Context: an optimization exercise on an open-source flow, tuned for small area. The choices shown serve that exercise and are no tape-out recipe. The RTL was checked by simulation tests, not by an equivalence proof against the original design. No activity file was given, so power comes from the tool's default toggle rates.

== the reference run ==
==> module axi_servo_ctl, before the edit <==
module axi_servo_ctl #
   (
    parameter integer C_AXI_DATA_WIDTH  = 32,
    parameter integer C_CLK_FREQ_HZ     = 100000000,
    parameter integer C_AXI_ADDR_WIDTH  = 32,
    parameter integer C_NUM_SERVOS      = 8,
    parameter integer C_PERIOD_US       = 20000,
    parameter integer C_DUTY_MIN_US     = 500,
    parameter integer C_DUTY_MAX_US     = 1800
)  (
    output wire [7:0]                     servo_ctl,
    input wire                            s_axi_aclk,
    input wire                            s_axi_aresetn,
    input wire [C_AXI_ADDR_WIDTH-1:0]     s_axi_awaddr,
    input wire [2:0]                      s_axi_awprot,
    input wire                            s_axi_awvalid,
    output wire                           s_axi_awready,
    input wire [C_AXI_DATA_WIDTH-1:0]     s_axi_wdata,
    input wire                            s_axi_wvalid,
    output wire                           s_axi_wready,
    output wire [1:0]                     s_axi_bresp,
    output reg                            s_axi_bvalid,
    input wire                            s_axi_bready,
    input wire [C_AXI_ADDR_WIDTH-1:0]     s_axi_araddr,
    input wire [2:0]                      s_axi_arprot,
    input wire                            s_axi_arvalid,
    output reg                            s_axi_arready,
    output reg [C_AXI_DATA_WIDTH-1:0]     s_axi_rdata,
    output wire [1:0]                     s_axi_rresp,
    output reg                            s_axi_rvalid,
    input wire                            s_axi_rready
    );
    wire resetn = s_axi_aresetn;
    reg [31:0]     en_r;      
    reg [8*24-1:0] ra, rb;    
    reg [8*8-1:0]  la, lb;    
    reg            ph;        
    reg            clr2;      
    reg aw_rdy;
    assign s_axi_awready = aw_rdy;
    assign s_axi_wready  = aw_rdy;
    assign s_axi_bresp   = 2'b00;
    assign s_axi_rresp   = 2'b00;
    wire aw_req = resetn && !aw_rdy && s_axi_awvalid && s_axi_wvalid;
    wire wren   = aw_rdy && s_axi_awvalid && s_axi_wvalid;
    always @(posedge s_axi_aclk)
        aw_rdy <= aw_req;
    always @(posedge s_axi_aclk) begin
        if (!resetn)
            s_axi_bvalid <= 1'b0;
        else if (wren && !s_axi_bvalid)
            s_axi_bvalid <= 1'b1;
        else if (s_axi_bready && s_axi_bvalid)
            s_axi_bvalid <= 1'b0;
    end
    wire [4:0]  widx = s_axi_awaddr[6:2];
    wire [31:0] wd   = s_axi_wdata & {32{resetn}};
    always @(posedge s_axi_aclk)
        if (!resetn || (wren && widx == 5'd0))
            en_r <= wd;
    wire       wring = (widx != 5'd0) && (widx <= 5'd16);
    wire [3:0] wm1   = widx[3:0] - 4'd1;
    wire       win_b = !(ph ^ widx[0]);
    wire       ins   = (aw_req || wren) && resetn && wring && win_b;
    wire       hold  = resetn && !clr2;
    wire       lins  = wren && resetn && wring;
    genvar i;
    generate
        for (i = 0; i < 8; i = i + 1) begin : g_ring
            wire s1 = ins && (wm1[3:1] == i);
            wire s2 = !s1 && hold;
            wire la_in = lins && (wm1[3:1] == i) && win_b;
            wire lb_in = lins && (wm1[3:1] == i) && !win_b;
            wire la_hd = !la_in && resetn;
            wire lb_hd = !lb_in && resetn;
            always @(posedge s_axi_aclk) begin
                ra[24 * i +: 24] <= (s_axi_wdata[31:8] & {24{s1}}) | (rb[24 * i +: 24] & {24{s2}});
                rb[24 * i +: 24] <= ra[24 * i +: 24];
                la[8 * i +: 8]   <= (s_axi_wdata[7:0] & {8{la_in}}) | (lb[8 * i +: 8] & {8{la_hd}});
                lb[8 * i +: 8]   <= (s_axi_wdata[7:0] & {8{lb_in}}) | (la[8 * i +: 8] & {8{lb_hd}});
            end
        end
    endgenerate
    always @(posedge s_axi_aclk) begin
        ph   <= !ph;
        clr2 <= !resetn;
    end
    always @(posedge s_axi_aclk) begin
        if (!resetn)
            s_axi_arready <= 1'b0;
        else
            s_axi_arready <= !s_axi_arready && s_axi_arvalid;
    end
    wire rden = s_axi_arready && s_axi_arvalid && !s_axi_rvalid;
    always @(posedge s_axi_aclk) begin
        if (!resetn)
            s_axi_rvalid <= 1'b0;
        else if (rden)
            s_axi_rvalid <= 1'b1;
        else if (s_axi_rvalid && s_axi_rready)
            s_axi_rvalid <= 1'b0;
    end
    wire [4:0]  ridx   = s_axi_araddr[6:2];
    wire [31:0] rdec   = 32'd1 << ridx;
    wire        rring  = (ridx != 5'd0) && (ridx <= 5'd16);
    wire        rin_b  = !(ph ^ ridx[0]);
    wire        ar_req = resetn && !s_axi_arready && s_axi_arvalid;
    wire        e0_ld  = ar_req && !s_axi_rvalid && rring && rin_b;
    wire        bypass = e0_ld && wren && (widx == ridx);
    reg         hi_done;    
    always @(posedge s_axi_aclk)
        hi_done <= e0_ld;
    reg [31:0] rmux;
    integer j;
    always @(*) begin
        rmux = (en_r & {32{rdec[0]}}) | (s_axi_wdata & {32{bypass}});
        for (j = 0; j < 8; j = j + 1)
            rmux = rmux | ({rb[24 * j +: 24], lb[8 * j +: 8]}
                           & {32{(rdec[2 * j + 1] | rdec[2 * j + 2]) && !bypass && !clr2}});
    end
    always @(posedge s_axi_aclk)
        if ((rden && !hi_done) || e0_ld)
            s_axi_rdata <= rmux;
    generate
        for (i = 0; i < 8; i = i + 1) begin : g_servo
            axi_servo_pwm pwm (
                .resetn    ( resetn                       ),
                .clk       ( s_axi_aclk                   ),
                .position  ( la[8 * i +: 8]               ),
                .trim      ( lb[8 * i +: 8]               ),
                .enable    ( en_r[i]                      ),
                .servo_ctl ( servo_ctl[i]                 )
            );
        end
    endgenerate
endmodule
export LEC_CHECK = 0
export CAP_MARGIN = 0
export CORE_MARGIN = 2
export CORE_UTILIZATION = 60
export SLEW_MARGIN = 0
create_clock -name core_clock -period 10.0 [get_ports {s_axi_aclk}]
standard.sh (not shown) runs the stock make flow with config.mk's settings and CLKGATE_MAP_FILE= SYNTH_SCRIPT=/design/flow/synth_recipe.tcl, a recipe that flattens the netlist after the stock synthesis.
==> flow/flow/run.sh <==
#!/bin/bash
# Layout flow: the standard ORFS flow (standard.sh) with these changes:
#  1. synthesis is the standard flow's (synth_recipe.tcl), except that ABC uses an area-oriented script
#     (flow/synth_area.tcl, flow/area.abc); registers are mapped before ABC, so they are the
#     standard synthesis's. Then the combinational gates are mapped again by ABC with the same
#     script (flow/reopt.tcl); the flip-flops are untouched. The re-mapped netlist is used only
#     if a SAT proof (flow/equiv.ys) shows it equal to the synthesized one with the flip-flops
#     cut into ports;
#  2. port buffers of the smallest buffer cell (buf_1);
#  3. a clock tree of clkbuf_8 leaf clusters without balancing dummy loads.
# Each tool writes its full output to a log in this folder (orfs/logs/... for ORFS steps).
set -euo pipefail
HERE=$PWD
FL=$HERE/flow
R=$HERE/orfs/results/$FLOW_PLATFORM/axi_servo_ctl/base
LIB=$FLOW_HOME/platforms/$FLOW_PLATFORM/lib/sky130_fd_sc_hd__tt_025C_1v80.lib
YOSYS=$(command -v yosys || echo "$FLOW_HOME/../tools/install/yosys/bin/yosys")

sed -e "s|@AREA_ABC@|$FL/area.abc|" -e "s|@FLOW_SYNTH@|$HERE/synth_recipe.tcl|" \
  "$FL/synth_area.tcl" > synth_area_run.tcl
if ! bash standard.sh "SYNTH_SCRIPT=$HERE/synth_area_run.tcl" synth > synth_make.log 2>&1; then
  echo "area synthesis failed; running the standard synthesis" > synth_fallback.txt
  rm -rf orfs
  bash standard.sh synth > synth_std_make.log 2>&1
fi

cp "$R/1_2_yosys.v" std_1_2_yosys.v
python3 "$FL/genmodels.py" "$LIB" cells.v > genmodels.log 2>&1
DONT_USE=$(make -s -C "$FLOW_HOME" DESIGN_CONFIG="$HERE/config.mk" print-DONT_USE_CELLS 2>/dev/null | sed 's/^DONT_USE_CELLS: //')
if LIBFILE="$LIB" CELLS_V=cells.v IN_V=std_1_2_yosys.v TOP="$FLOW_TOP" DONT_USE="$DONT_USE" \
     ABC_SCRIPT="$FL/area.abc" OUT_V=reopt.v "$YOSYS" -c "$FL/reopt.tcl" > reopt.log 2>&1 &&
   python3 "$FL/cutff.py" std_1_2_yosys.v std_cut.v > cutff.log 2>&1 &&
   python3 "$FL/cutff.py" reopt.v reopt_cut.v >> cutff.log 2>&1 &&
   "$YOSYS" "$FL/equiv.ys" > equiv.log 2>&1 &&
   grep -q "SAT proof finished - no model found: SUCCESS" equiv.log; then
  echo "using the re-mapped netlist" > reopt_used.txt
  cp reopt.v "$R/1_2_yosys.v"
  touch "$R/1_2_yosys.v"
else
  echo "re-mapping failed or was not proven; keeping the standard netlist" > reopt_used.txt
fi

bash standard.sh \
  "BUFFER_PORTS_ARGS=-buffer_cell sky130_fd_sc_hd__buf_1" \
  "CTS_ARGS=-sink_clustering_enable -repair_clock_nets -dont_use_dummy_load -buf_list sky130_fd_sc_hd__clkbuf_8 -sink_clustering_size 18 -sink_clustering_max_diameter 55" \
  finish > flow_make.log 2>&1
Other scripts of this flow, unchanged in this note and not shown: flow/flow/area.abc, flow/flow/cutff.py, flow/flow/equiv.ys, flow/flow/genmodels.py, flow/flow/reopt.tcl, flow/flow/synth_area.tcl
In summary, the reference run completed successfully, with a layout that passed the timing, design-rule and antenna checks.
[inputs] the trial run vs the reference run
-- flow/design.v --
<<< the reference run, line 86
    wire resetn = s_axi_aresetn;
    reg [31:0]     en_r;      
    reg [8*24-1:0] ra, rb;    
    reg [8*8-1:0]  la, lb;    
    reg            ph;        
    reg            clr2;      
>>> the trial run, line 86
    wire resetn = s_axi_aresetn;
    reg [31:0]     en_r;      
    reg [16*8-1:0] lowb;      
    reg [8*24-1:0] ra, rb;    
    reg            ph;        
    reg            clr2;      
<<< the reference run, line 112
        if (!resetn || (wren && widx == 5'd0))
            en_r <= wd;
    wire       wring = (widx != 5'd0) && (widx <= 5'd16);
    wire [3:0] wm1   = widx[3:0] - 4'd1;
>>> the trial run, line 112
        if (!resetn || (wren && widx == 5'd0))
            en_r <= wd;
    genvar k;
    generate
        for (k = 1; k <= 16; k = k + 1) begin : g_low
            always @(posedge s_axi_aclk)
                if (!resetn || (wren && widx == k))
                    lowb[8 * (k - 1) +: 8] <= wd[7:0];
        end
    endgenerate
    wire       wring = (widx != 5'd0) && (widx <= 5'd16);
    wire [3:0] wm1   = widx[3:0] - 4'd1;
<<< the reference run, line 117
    wire       ins   = (aw_req || wren) && resetn && wring && win_b;
    wire       hold  = resetn && !clr2;
    wire       lins  = wren && resetn && wring;
    genvar i;
    generate
>>> the trial run, line 125
    wire       ins   = (aw_req || wren) && resetn && wring && win_b;
    wire       hold  = resetn && !clr2;
    genvar i;
    generate
<<< the reference run, line 123
            wire s1 = ins && (wm1[3:1] == i);
            wire s2 = !s1 && hold;
            wire la_in = lins && (wm1[3:1] == i) && win_b;
            wire lb_in = lins && (wm1[3:1] == i) && !win_b;
            wire la_hd = !la_in && resetn;
            wire lb_hd = !lb_in && resetn;
            always @(posedge s_axi_aclk) begin
                ra[24 * i +: 24] <= (s_axi_wdata[31:8] & {24{s1}}) | (rb[24 * i +: 24] & {24{s2}});
                rb[24 * i +: 24] <= ra[24 * i +: 24];
                la[8 * i +: 8]   <= (s_axi_wdata[7:0] & {8{la_in}}) | (lb[8 * i +: 8] & {8{la_hd}});
                lb[8 * i +: 8]   <= (s_axi_wdata[7:0] & {8{lb_in}}) | (la[8 * i +: 8] & {8{lb_hd}});
            end
        end
>>> the trial run, line 130
            wire s1 = ins && (wm1[3:1] == i);
            wire s2 = !s1 && hold;
            always @(posedge s_axi_aclk) begin
                ra[24 * i +: 24] <= (s_axi_wdata[31:8] & {24{s1}}) | (rb[24 * i +: 24] & {24{s2}});
                rb[24 * i +: 24] <= ra[24 * i +: 24];
            end
        end
<<< the reference run, line 164
    always @(posedge s_axi_aclk)
        hi_done <= e0_ld;
    reg [31:0] rmux;
    integer j;
    always @(*) begin
        rmux = (en_r & {32{rdec[0]}}) | (s_axi_wdata & {32{bypass}});
        for (j = 0; j < 8; j = j + 1)
            rmux = rmux | ({rb[24 * j +: 24], lb[8 * j +: 8]}
                           & {32{(rdec[2 * j + 1] | rdec[2 * j + 2]) && !bypass && !clr2}});
    end
    always @(posedge s_axi_aclk)
        if ((rden && !hi_done) || e0_ld)
            s_axi_rdata <= rmux;
    generate
        for (i = 0; i < 8; i = i + 1) begin : g_servo
>>> the trial run, line 165
    always @(posedge s_axi_aclk)
        hi_done <= e0_ld;
    reg [7:0]  rlo;
    reg [23:0] rhi;
    integer j;
    always @(*) begin
        rlo = en_r[7:0] & {8{rdec[0]}};
        for (j = 1; j <= 16; j = j + 1)
            rlo = rlo | (lowb[8 * (j - 1) +: 8] & {8{rdec[j]}});
        rhi = (en_r[31:8] & {24{rdec[0]}}) | (s_axi_wdata[31:8] & {24{bypass}});
        for (j = 0; j < 8; j = j + 1)
            rhi = rhi | (rb[24 * j +: 24] & {24{(rdec[2 * j + 1] | rdec[2 * j + 2]) && !bypass && !clr2}});
    end
    always @(posedge s_axi_aclk)
        if (rden)
            s_axi_rdata[7:0] <= rlo;
    always @(posedge s_axi_aclk)
        if ((rden && !hi_done) || e0_ld)
            s_axi_rdata[31:8] <= rhi;
    generate
        for (i = 0; i < 8; i = i + 1) begin : g_servo
<<< the reference run, line 180
                .resetn    ( resetn                       ),
                .clk       ( s_axi_aclk                   ),
                .position  ( la[8 * i +: 8]               ),
                .trim      ( lb[8 * i +: 8]               ),
                .enable    ( en_r[i]                      ),
                .servo_ctl ( servo_ctl[i]                 )
>>> the trial run, line 187
                .resetn    ( resetn                       ),
                .clk       ( s_axi_aclk                   ),
                .position  ( lowb[8 * (2 * i + 1) +: 8]   ),
                .trim      ( lowb[8 * (2 * i) +: 8]       ),
                .enable    ( en_r[i]                      ),
                .servo_ctl ( servo_ctl[i]                 )
## What came out
- Across the reference run and the trial run, the outcome is the same: a clean finish for every run.
- Compared with the reference run, in the trial run die boundary width rose by 0.84%, share of cells above drive strength 1 +0.45 points.
- In the trial run the buffering stage count on the worst path with inverters included turned out 3 higher than in the reference run.
- The trial run ended with more number of antenna violations at the first check in global routing than the reference run.
- NOTE: wire length of the first global-routing pass in the trial run exceeds that of the reference run
- Summary: final worst slack, the trial run worse than the reference run
- In the trial run, the count of clock-buffer cells in the layout came out 1.7% below the value in the reference run.
- Start point of the critical path = s_axi_araddr[2]: the trial run; start point of the critical path = s_axi_awaddr[2]: the reference run
- The die used by the trial run is larger than the one used by the reference run.
- Data arrival at the endpoint of the critical path: lower on the reference run
- The number of stages on the worst setup path of the trial run is higher than that of the reference run.
- [compare] base=the reference run new=the trial run: design area picked up an extra about 1.9%, share of the final layout cell area in sequential cells picked up an extra 2.6 points, total power draw picked up an extra 0.38 mW, total detailed-routing wirelength picked up an extra 2400 µm.

-- separate check: timing with driven ports --
How much do the figures lean on ideal ports? The routed layouts below were timed once more, with nothing changed but the port constraints.
Step 1: set_driving_cell puts a clkbuf_16 on s_axi_aclk and a buf_2 on each other input, an assumption about the parent block.
Step 2 times the ports against the registers' clock, not the clock port: input delays grow and output delays shrink by t, the midpoint of the rising clock arrivals with the driver on.
Slacks: no drivers / after step 1 / after step 2; pairs: no drivers / after step 1.
run | t, ns | setup WS [ns] | worst hold slack (ns) | worst register clock-pin slew, ns | worst data-port slew with drivers (ns)
the reference run | 0.753 | 4.806 / 4.847 / 4.094 | 0.327 / 0.327 / 0.327 | 0.11 / 0.11 | 0.08
the trial run | 0.756 | 4.173 / 4.208 / 3.452 | 0.322 / 0.322 / 0.322 | 0.11 / 0.11 | 0.09
After both steps setup and hold are still met in every run listed. For the trial run, which loses most, drivers alone change the setup slack by +0.035 ns; drivers and shift together by -0.721 ns.
